From an optimization exercise on the open Yosys and OpenROAD flow, aimed at small area and a short achievable clock period; shortcuts taken in it are not production practice. Only simulation tests tie the RTL to the original design; equivalence was not proved. Power figures rest on the tool's default switching activity, not on a simulated workload.

## pipelined_regfile_2stage
module pipelined_regfile_2stage(clk, rst, imem_addr, imem_data, dmem_addr, dmem_wdata, dmem_we, dmem_re, dmem_rdata, wb_en, wb_addr, wb_data);
input clk;
input rst;
output [15:0] imem_addr;
input  [15:0] imem_data;
output [15:0] dmem_addr;
output [15:0] dmem_wdata;
output dmem_we;
output dmem_re;
input  [15:0] dmem_rdata;
output wb_en;
output [3:0] wb_addr;
output [15:0] wb_data;
reg  [15:0] pc;
wire [15:0] inst = imem_data;
wire [3:0]  op = inst[15:12];
wire        regdst = (op == 4'b1001) | (op == 4'b1010);
wire        jump = (op == 4'b1011) | (op == 4'b1101);
wire        jr = (op == 4'b1100);
wire [15:0] rdata1, rdata2;
wire [15:0] sel_rs = 16'd1 << inst[7:4];
wire [15:0] sel_rd = 16'd1 << inst[11:8];
wire [15:0] sel_rt = 16'd1 << inst[3:0];
wire        shl = (op == 4'b0100);
wire [15:0] sel2 = regdst ? sel_rd : shl ? 16'd0 : sel_rt;
wire [15:0] pow2 = (shl & ~inst[3]) ? (16'd1 << inst[2:0]) : 16'd0;
reg         wb_wen;
reg  [3:0]  wb_rd;
reg  [15:0] wb_val;
regfile RF0 (.clk(clk), .rst(rst), .wen(wb_wen), .rsel1(sel_rs), .rsel2(sel2), .inj2(pow2),
             .waddr(wb_rd), .wdata(wb_val), .rdata1(rdata1), .rdata2(rdata2));
reg         ex_v;
reg  [3:0]  ex_op, ex_imm, ex_rd;
reg  [15:0] ex_a, ex_b, ex_pc;
always @(posedge clk) begin
  ex_v   <= ~rst;
  ex_op  <= op;
  ex_imm <= inst[3:0];
  ex_rd  <= (op == 4'b1101) ? 4'd15 : inst[11:8];
  ex_a   <= rdata1;
  ...
clock: 7.0 ns
lec_check: 0
cap_margin: 20
core_margin: 2
core_utilization: 60
cts_cluster_diameter: 60
cts_cluster_size: 20
place_density: 0.8
setup_slack_margin: 3.9
slew_margin: 20
synth_hierarchical: 1
standard.sh (not shown) runs the stock make flow with config.mk's settings and CLKGATE_MAP_FILE= SYNTH_SCRIPT=/design/flow/synth_recipe.tcl, a recipe that flattens the netlist after the stock synthesis.
==> flow/flow/run.sh <==
#!/bin/bash
# The standard layout (standard.sh, unchanged synthesis and steps), with
# plain buffers instead of delay cells on the ports. make's full output goes
# to standard.log here; each step's own log is under orfs/logs/.
set -euo pipefail
export BUFFER_PORTS_ARGS="-buffer_cell sky130_fd_sc_hd__buf_2"
bash standard.sh > standard.log 2>&1
Edit:
PLACE_DENSITY = not set   (was 0.8)
=> Synthesized area does not change; routed wire length climbs by 4.2%; fmax is lower by 0.35%; power stays flat.
Edit:
CORE_UTILIZATION = 68   (was 60)
PLACE_DENSITY = 0.75   (was not set)
Routed wire length is lower by about 3%.
Global-route usage climbs by 3.7 points.
Synthesized cell count does not change.
Utilization increases by 9.5 points.
Via count climbs by about 2%.
Maximum frequency stays flat.
Power went up by 1.4%.
Design area stays flat.
Combinational power barely changes.
Area after synthesis stays the same.
Cell count goes down by 2.7%.
Edit:
CORE_UTILIZATION = 60   (was 68)
PLACE_DENSITY = not set   (was 0.75)
SETUP_SLACK_MARGIN = 4.0   (was 3.9)
After rerunning: The changed run finished with timing, DRC and antenna clean; synthesized area does not change; via count went down by 1.3%; critical path depth is higher by 2; power grows by about 2.7%.
Edit:
CORE_UTILIZATION = 50   (was 60)
SETUP_SLACK_MARGIN = 3.9   (was 4.0)
What happened:
- The new run completed without violations
- combinational power falls by 7.6%
- die area climbs by 20%
- register-to-register slack barely changes
- clock-buffer cell count came out higher by 1
- wire length goes up by 0.47%
- final cell count came out higher by 1.7%
- worst setup slack got worse by 0.064 ns
- area after synthesis does not change
- first-iteration DRC count came out higher by 19%
- via count went down by 1.4%

* * *

Another version of the RTL of pipelined_regfile_2stage (not shown whole).
Size: ~2100 cells after synthesis, about 110 I/O pins, roughly 24000 µm² of cells after synthesis.
clock: 7.0 ns
lec_check: 0
cap_margin: 20
core_margin: 2
core_utilization: 40
cts_cluster_diameter: 60
cts_cluster_size: 20
setup_slack_margin: 3.9
slew_margin: 20
synth_hierarchical: 1
Scripts as last shown in full above: flow/flow/run.sh
The baseline produced a clean layout.
Change:
==> flow/run.sh (new file) <==
#!/bin/bash
# synth_recipe.tcl (not shown) runs the flow's synth.tcl, then flattens the netlist and writes it again
# the make line also repeats each setting of config.mk as NAME=value (left out here)
make -C /OpenROAD-flow-scripts/flow DESIGN_CONFIG=/design/flow/config.mk WORK_HOME=/design/flow/orfs CLKGATE_MAP_FILE= SYNTH_SCRIPT=/design/flow/synth_recipe.tcl finish
removed: flow/flow/run.sh
removed: flow/standard.sh
Outcome: Count of clock-buffer cells in the layout is lower by 8. Global-route usage is higher by 0.71 points. Maximum frequency is lower slightly. Non-clock buffer count is higher by 13. Sequential power hardly moves. Sequential cell count does not change. Clock skew is higher by 12 ps. Synthesized area stays the same.
Change:
==> flow/flow/run.sh (new file) <==
#!/bin/bash
# The standard layout (standard.sh, unchanged synthesis and steps), with
# plain buffers instead of delay cells on the ports. make's full output goes
# to standard.log here; each step's own log is under orfs/logs/.
set -euo pipefail
export BUFFER_PORTS_ARGS="-buffer_cell sky130_fd_sc_hd__buf_2"
bash standard.sh > standard.log 2>&1
==> flow/standard.sh (new file) <==
#!/bin/bash
# synth_recipe.tcl (not shown) runs the flow's synth.tcl, then flattens the netlist and writes it again
# the make line also repeats each setting of config.mk as NAME=value (left out here)
make -C /OpenROAD-flow-scripts/flow DESIGN_CONFIG=/design/flow/config.mk WORK_HOME=/design/flow/orfs CLKGATE_MAP_FILE= SYNTH_SCRIPT=/design/flow/synth_recipe.tcl "${@:-finish}"
Settings changed: CORE_UTILIZATION 40 to 75, SETUP_SLACK_MARGIN 3.9 to 4.0.
removed: flow/run.sh
What happened: Synthesized cell count does not change. Final area falls by a few percent. Total power falls by a few percent. Count of clock-buffer cells in the layout rises by 2. Utilization rises by 38 points. Sequential power rises slightly. Routed wire length falls by a few percent. Synthesized area stays the same. Hold slack improved by 4.8 ps. Sequential share of layout area rises by 1.8 points.
Change:
Settings changed: CORE_UTILIZATION 75 to 60, CTS_BUF_LIST set to sky130_fd_sc_hd__clkbuf_8, SETUP_SLACK_MARGIN 4.0 to 3.9.
Result:
- global-route usage drops by 9.3 points
- non-clock buffer count drops by 16
- cell count climbs by 4.2%

* * *

Setup of the previous run:
pipelined_regfile_2stage, a different RTL version from the one above (not shown whole).
For scale: ~2100 cells after synthesis, about 110 I/O pins.
clock: 7.0 ns
lec_check: 0
cap_margin: 20
core_margin: 2
core_utilization: 60
cts_cluster_diameter: 60
cts_cluster_size: 20
setup_slack_margin: 4.0
slew_margin: 20
synth_hierarchical: 1
==> flow/flow/run.sh <==
#!/bin/bash
# The standard layout (standard.sh, unchanged synthesis and steps), with
# plain buffers instead of delay cells on the ports. make's full output goes
# to standard.log here; each step's own log is under orfs/logs/.
set -euo pipefail
export BUFFER_PORTS_ARGS="-buffer_cell sky130_fd_sc_hd__buf_2"
bash standard.sh > standard.log 2>&1
> inputs changed (the previous run -> the current run)
- a change of SETUP_SLACK_MARGIN from 4.0 to 3.9
Notes after the runs:
Side by side, worst relative slew slack turned out higher in the current run than in the previous run. Met1 global-route usage (the current run over the previous run): decrease, 3.9 points. In the flow results for the previous run and the current run, the cell area is larger on the previous run. CTS H-tree depth in the current run is 1 above the previous run. Taking the previous run as the reference point, the share of final layout cell area taken by clock buffers and inverters of the current run rises by 0.61 points. Highest ir drop seen on vdd, the previous run and the current run: lower on the previous run. Of the previous run and the current run, the current run shows the higher number of detailed-routing iterations run before antenna repair, with the previous run below it. Reported for the previous run and the current run, boundary pin count turned out identical to the last digit.

* * *

== the reference run ==
pipelined_regfile_2stage, a different RTL version from the one above (not shown whole).
Size in the first run: ~2100 cells after synthesis, roughly 390 flip-flops, about 110 I/O pins.
// pipelined_regfile_2stage
module pipelined_regfile_2stage(clk, rst, imem_addr, imem_data, dmem_addr, dmem_wdata, dmem_we, dmem_re, dmem_rdata, wb_en, wb_addr, wb_data);
input clk;
input rst;
output [15:0] imem_addr;
input  [15:0] imem_data;
output [15:0] dmem_addr;
output [15:0] dmem_wdata;
output dmem_we;
output dmem_re;
input  [15:0] dmem_rdata;
output wb_en;
output [3:0] wb_addr;
output [15:0] wb_data;
reg  [15:0] pc;
wire [15:0] inst = imem_data;
wire [3:0]  op = inst[15:12];
wire        regdst = (op == 4'b1001) | (op == 4'b1010);
wire        jump = (op == 4'b1011) | (op == 4'b1101);
wire        jr = (op == 4'b1100);
wire [15:0] rdata1, rdata2;
wire [3:0]  raddr2 = regdst ? inst[11:8] : inst[3:0];
reg         wb_wen;
reg  [3:0]  wb_rd;
reg  [15:0] wb_val;
regfile RF0 (.clk(clk), .rst(rst), .wen(wb_wen), .raddr1(inst[7:4]), .raddr2(raddr2),
             .waddr(wb_rd), .wdata(wb_val), .rdata1(rdata1), .rdata2(rdata2));
reg         ex_v;
reg  [3:0]  ex_op, ex_imm, ex_rd;
reg  [15:0] ex_a, ex_b, ex_pc;
always @(posedge clk) begin
  ex_v   <= ~rst;
  ex_op  <= op;
  ex_imm <= inst[3:0];
  ex_rd  <= inst[11:8];
  ex_a   <= rdata1;
  ex_b   <= rdata2;
  ex_pc  <= pc;
  ...
==> flow/config.mk <==
export PLATFORM = sky130hd
export DESIGN_NAME = pipelined_regfile_2stage
export DESIGN_NICKNAME = pipelined_regfile_2stage
export VERILOG_FILES = /design/flow/design.v
export SDC_FILE = /design/flow/constraint.sdc
export NUM_CORES = 4
export LEC_CHECK = 0
export CAP_MARGIN = 20
export CORE_MARGIN = 2
export CORE_UTILIZATION = 40
export SETUP_SLACK_MARGIN = 2.5
export SLEW_MARGIN = 20
==> flow/constraint.sdc <==
create_clock -name core_clock -period 7.0 [get_ports {clk}]
set_input_delay 1.4000 -clock core_clock [delete_from_list [all_inputs] [get_ports {clk}]]
set_output_delay 1.4000 -clock core_clock [all_outputs]
set_load 0.01 [all_outputs]
run.sh (not shown) runs the stock make flow with config.mk's settings and CLKGATE_MAP_FILE= SYNTH_SCRIPT=/design/flow/synth_recipe.tcl, a recipe that flattens the netlist after the stock synthesis.
Stock flow here: none of the scripts above is used.
Looking at the reports, the reference run completed the entire flow and the layout it produced met the timing, DRC and antenna checks.
### the reference run -> the trial run
--- a/flow/config.mk
+++ b/flow/config.mk
@@ -9,4 +9,3 @@
 export CORE_MARGIN = 2
 export CORE_UTILIZATION = 40
-export SETUP_SLACK_MARGIN = 2.5
 export SLEW_MARGIN = 20
Findings:
- As far as synthesized area goes, the reference run and the trial run are indistinguishable; the numbers are identical.
- Status the trial run: flow complete, layout not clean - antenna rules
- Between the trial run and the reference run, the total power of the final layout does not differ in any meaningful way.
- Synthesis-to-layout area growth of the trial run is on par with the reference run.

separate check: timing with driven ports:
The flow's constraints put no driver on any port. The routed layouts listed below were extracted and timed again, unchanged, in two steps. Step 1 (the two cells are an assumption about what drives the block):
set clk [get_ports {clk}]
set_driving_cell -lib_cell sky130_fd_sc_hd__clkbuf_16 $clk
set_driving_cell -lib_cell sky130_fd_sc_hd__buf_2 [delete_from_list [all_inputs] $clk]
Step 2 moves the port delays by t, midway between the first and last clock arrival at a register: inputs arrive t later, outputs are due t later. That takes back most of the time a late clock gives input paths. Three values: no drivers, after step 1, after step 2; two values: the first two.
run | t (ns) | setup slack, ns | clock arrival spread, ns
the first run of note 1 | 0.659 | 3.908 / 3.927 / 3.283 | 0.027 / 0.027
the second run of note 1 | 0.675 | 3.897 / 3.928 / 3.253 | 0.017 / 0.016
the third run of note 1 | 0.682 | 3.905 / 3.921 / 3.238 | 0.026 / 0.025
the fourth run of note 1 | 0.677 | 3.986 / 3.986 / 3.354 | 0.067 / 0.068
the fifth run of note 1 | 0.626 | 3.923 / 3.963 / 3.337 | 0.047 / 0.048
the first run of note 2 | 0.645 | 3.875 / 3.901 / 3.256 | 0.046 / 0.046
the second run of note 2 | 0.648 | 3.866 / 3.860 / 3.243 | 0.059 / 0.058
the third run of note 2 | 0.683 | 3.913 / 3.913 / 3.303 | 0.044 / 0.044
the fourth run of note 2 | 0.694 | 3.934 / 3.951 / 3.265 | 0.059 / 0.059
the previous run | 0.680 | 3.991 / 4.015 / 3.338 | 0.035 / 0.035
the current run | 0.632 | 3.948 / 3.985 / 3.353 | 0.039 / 0.040
the reference run | 0.647 | 2.550 / 2.550 / 2.075 | 0.015 / 0.015
the trial run | 0.647 | 2.281 / 2.281 / 2.094 | 0.017 / 0.016
For the fourth run of note 2, which loses most, drivers alone change the setup slack by +0.017 ns; drivers and shift together by -0.669 ns.
